From an optimization exercise on the open Yosys and OpenROAD flow, aimed at small area and a short achievable clock period; shortcuts taken in it are not production practice.
Function was checked by simulation only, so behaviour that the tests miss may differ from the original.

<file path="run.sh">
#!/bin/bash
# synth_recipe.tcl (not shown) runs the flow's synth.tcl, then flattens the netlist and writes it again
# the make line also repeats each setting of config.mk as NAME=value (left out here)
make -C /OpenROAD-flow-scripts/flow DESIGN_CONFIG=/design/flow/config.mk WORK_HOME=/design/flow/orfs CLKGATE_MAP_FILE= SYNTH_SCRIPT=/design/flow/synth_recipe.tcl finish
</file>
<file path="config.mk">
export PLATFORM = sky130hd
export DESIGN_NAME = KalmanFilter
export DESIGN_NICKNAME = KalmanFilter
export VERILOG_FILES = /design/flow/design.v
export SDC_FILE = /design/flow/constraint.sdc
export NUM_CORES = 4
export LEC_CHECK = 0
export CAP_MARGIN = 20
export CORE_MARGIN = 2
export CORE_UTILIZATION = 40
export SLEW_MARGIN = 20
</file>
<file path="constraint.sdc">
create_clock -name core_clock -period 40.0 [get_ports {clk}]
set_input_delay 8.0000 -clock core_clock [delete_from_list [all_inputs] [get_ports {clk}]]
set_output_delay 8.0000 -clock core_clock [all_outputs]
set_load 0.01 [all_outputs]
</file>
<file path="design.v">
`timescale 1ns / 1ps
module KalmanFilter(
    input clk,
    input reset,
    input valid_in,
    input [7:0] z_k,
    output reg [7:0] x_k
);
    reg signed [7:0] x_pred; 
    reg [15:0] K_k1,K_k2, P_pred, P_k, test;
    reg [1:0] state;
    parameter Q = 16'd32;     
    parameter R = 16'd64;   
    parameter A = 2'b00, B = 2'b01, C = 2'b10, D = 2'b11;
    always @(posedge clk) begin
        if (reset) begin
            x_k <= 8'd70;  
            x_pred <= 8'd0;
            P_k <= 16'd70;    
            state <= A;
        end else begin
            case (state) 
                A: begin 
                    if (valid_in)
                        state <= B;
                end 
                B: begin
                        x_pred <= x_k;
                        P_pred <= P_k + Q;
                        state <= C;
                end
                C: begin
                    K_k1 <= (P_pred);
                    K_k2 <= (P_pred + R); 
                    state <= D; 
                end 
                D: begin 
                    x_k <= x_pred + ((K_k1*z_k)/K_k2)-((K_k1*x_pred)/K_k2);
                    test <= ((K_k1*P_pred)/K_k2);
                    P_k <= K_k1 - ((K_k1*P_pred)/K_k2);
                    state <= A;
                end 
            endcase
        end
    end
endmodule
</file>
==> qor.yml <==
synthesis:
  synthArstFlopShare: 0
  synth_top_area_cell: "ha_1"
  ys.flop_type: "edfxtp_1"
  ys_warn_count: 1
  synthCells: 4208
  synth_seq_cells: 76
  syn_nets: 4964
  netlist.area_leader.share: 0.207
  postSynthAreaPerCell_um2: 7.72
  synth_area_leaders: "ha_1 21%, fa_1 13%, xnor2_1 5.7%"
  synth-edff-count: 42
  ys_types: 94
  synth_seq_area_share: 0.0598
  syn_area_um2: 32500
critical_path:
  cp.required_ns: 40.22
  slowest_delay_ns: 0.55
  start_kind: "primary input"
  critPathMostFrequentCell: "ha_1"
  critical_path_arrival_ns: 38.91
  slowest_stage: "fa_1"
  crit_family: "compound AO/OA/AOI/OAI gates"
  worstSetupPathType: "primary input to register"
  critPathBufInv: 17
  rr_worst_depth: 158
  path_max_fanout: 9
  cp.depth: 157
  end_kind: "register"
timing:
  slew_headroom: 0.429
  clock_skew_ns: 0.0150
  max_slew.worst_pin.slew_ns: 0.850
  fin_hold_ws_ns: 0.427
  slew_viol_final: 0
  finalCritPeriodShare: 0.967
  rsz0062_at_grt: "true"
  max_freq_ghz: 0.0258
  setup_viol: 0
  setup_slack_ns: 1.31
  tns_ns: 0
  timing.final.hold_violations: 0
  fin_crit_ns: 38.69
clock_network:
  numCtsBuffers: 9
  htreeDepth: 3
  cts_tree: "done"
  clockRootBuffer: "clkbuf_16"
  clock_sinks: 76
  cts_hold_buf: 0
  clockBufferDepth: 2
  insertion_delay_ns: 0.36
  clk_pin_slew_ns: 0.07
placed_design:
  place_area_um2: 35000
  hpwl_mm: 78.2
  dp_slack_ns: -0.221
  dp.cells: 5352
  port_buffers: 18
  routabilityCongestion: 0.939
min_path:
  hold_path.class: "register to register"
  whs_path_depth: 0
job:
  drv_cap: 0
layout:
  finalNonFillerCells: 5406
  fill_cells: 8161
  fin_area_um2: 36300
  final_common_cell: "ha_1"
  drive_above_1_share: 0.119
  layout_common_cells: "517 x ha_1, 425 x inv_1, 396 x nand2_1"
  final_nets: 5096
  area_growth_syn_to_layout_pct: 11.8
floorplan:
  core_area_um2: 80400
  die_x_um: 289
  die_height_um: 289
  dieArea_um2: 83500
  start_util: 0.404
  row_count: 104
  io-pin-count: 19
routing:
  first_pass_iters: 6
  route.detailed.drc: 0
  viasPerCell: 5.62
  vias: 30400
  drtIter0Drc: 1975
  wl_mm: 99.8
  postRouteAntennaNets: 0
  wl_per_cell_um: 18.5
global_route:
  grt_pass1_vias: 29700
  top_usage_layer: "met2"
  met3_usage: 0.0194
  grt_antenna_before_repair: 1
  gr-usage-met2: 0.404
  use_met1: 0.321
  grt.total_usage: 0.236
  grt_pass1_wl_mm: 159
  grt_max_degree: 37
  gr-total-overflow: 0
status:
  status: "timing/DRC/antenna clean"
Yosys cell counts, drive strengths merged, types with 10 or more instances:
cell type and number:
nand2b 38, nor3 119, a21o 113, and3 21, inv 437, mux2i 46
o21ai 215, nand2 400, nor4 14, o22ai 10, nand3 68, a31oi 36
a2111oi 12, clkbuf 104, nor3b 11, edfxtp 42, o31a 16, ha 538
a21boi 16, a211o 13, dfxtp 34, nand4 37, o211ai 29, and2 171
o21bai 21, o21a 120, buf 11, nor2b 52, xnor2 210, mux2 103
xor2 109, fa 207, nor2 329, o31ai 23, or2 31, a21oi 264
a211oi 30, or3 27
kinds of logic after synthesis:
family                   Yosys count  share of synthesized area
AND/OR/NAND/NOR                 1344                      0.199
AO/OA/AOI/OAI                   1013                      0.203
adder cells (fa/ha/maj)          745                      0.335
buffers and inverters            559                     0.0650
XOR/XNOR                         322                     0.0881
multiplexers                     149                     0.0504
flip-flops                        76                     0.0598
registers in the layout, summed over array words and instances, names as in the netlist:
name,count
K_k1,10
K_k2,16
P_k,16
P_pred,16
state,2
x_k,8
x_pred,8
path summary, 6_finish.rpt:
check	start	endpoint	slack [ns]
hold / removal	P_k[2]	P_pred[2]	0.43
hold reg to reg	P_k[2]	P_pred[2]	0.43
setup / recovery	z_k[7]	x_k[7]	1.31
setup reg to reg	P_pred[6]	P_k[14]	2.73
metrics by stage:
stage / utilization
2_1_floorplan: -
3_3_place_gp: 0.435
3_5_place_dp: 0.435
4_1_cts: 0.439
5_1_grt: 0.452
6_report: 0.452
area by class of cell:
type / instances / area [um^2] / share of cell area
inverters: 444 / 1670 / 0.0461
well taps: 1060 / 1330 / 0.0365
repair buffers: 236 / 1880 / 0.0516
diodes: 1 / 2.50 / 0.0000689
clock inverters: 7 / 87.6 / 0.00241
clock buffers: 9 / 225 / 0.00620
multi-input cells: 3573 / 29200 / 0.804
flip-flops and latches: 76 / 1940 / 0.0535
layer usage:
metal | share of wire | wire (um)
met1 | 0.46 | 46400
met2 | 0.46 | 46400
met3 | 0.046 | 4610
met4 | 0.024 | 2410
met5 | 0 | 0
what timing repair did:
| item | in CTS | in global routing |
|---|---|---|
| cloned | 0 | 2 |
| endpoints found under the hold margin | 0 | 0 |
| setup buffers | 0 | 33 |
| resized for setup | 1 | 177 |
| setup endpoints to repair | 1 | 22 |
| pin swaps | 0 | 68 |
worst reg2reg max path, delay by kind of cell (launching register included):
kind	cells	cell delay (ns)
DFF	1	0.59
muxes	7	2.40
adders and majority gates	24	8.90
and+or+nand+nor	26	3.52
buffers and inverters	18	3.55
AOI/OAI and AO/OA	81	17.87
xor gates and xnor gates	2	0.38

afterwards: timing with drivers on the ports:
No port has a modelled driver above. Below, the same layout with a new extraction and two added sets of constraints.
Step 1 (the two cells are an assumption about what drives the block):
set clk [get_ports {clk}]
set_driving_cell -lib_cell sky130_fd_sc_hd__clkbuf_16 $clk
set_driving_cell -lib_cell sky130_fd_sc_hd__buf_2 [delete_from_list [all_inputs] $clk]
Step 2, shift: input delay + t, output delay - t, t = (earliest + latest rising clock arrival at the registers) / 2. This alone moves slack from input paths to output paths.
Slacks: ideal ports / drivers / drivers and shift; pairs: ideal ports / drivers.
t, ns: 0.397
slack for setup (ns): 1.307 / 1.332 / 0.936
hold slack, ns: 0.427 / 0.427 / 0.427
latest minus earliest clock arrival (ns): 0.015 / 0.015
worst data-port slew with drivers (ns): 0.04
After both steps setup and hold are still met in this run. The setup slack of this run moves by +0.025 ns with the drivers and by -0.371 ns with both steps.
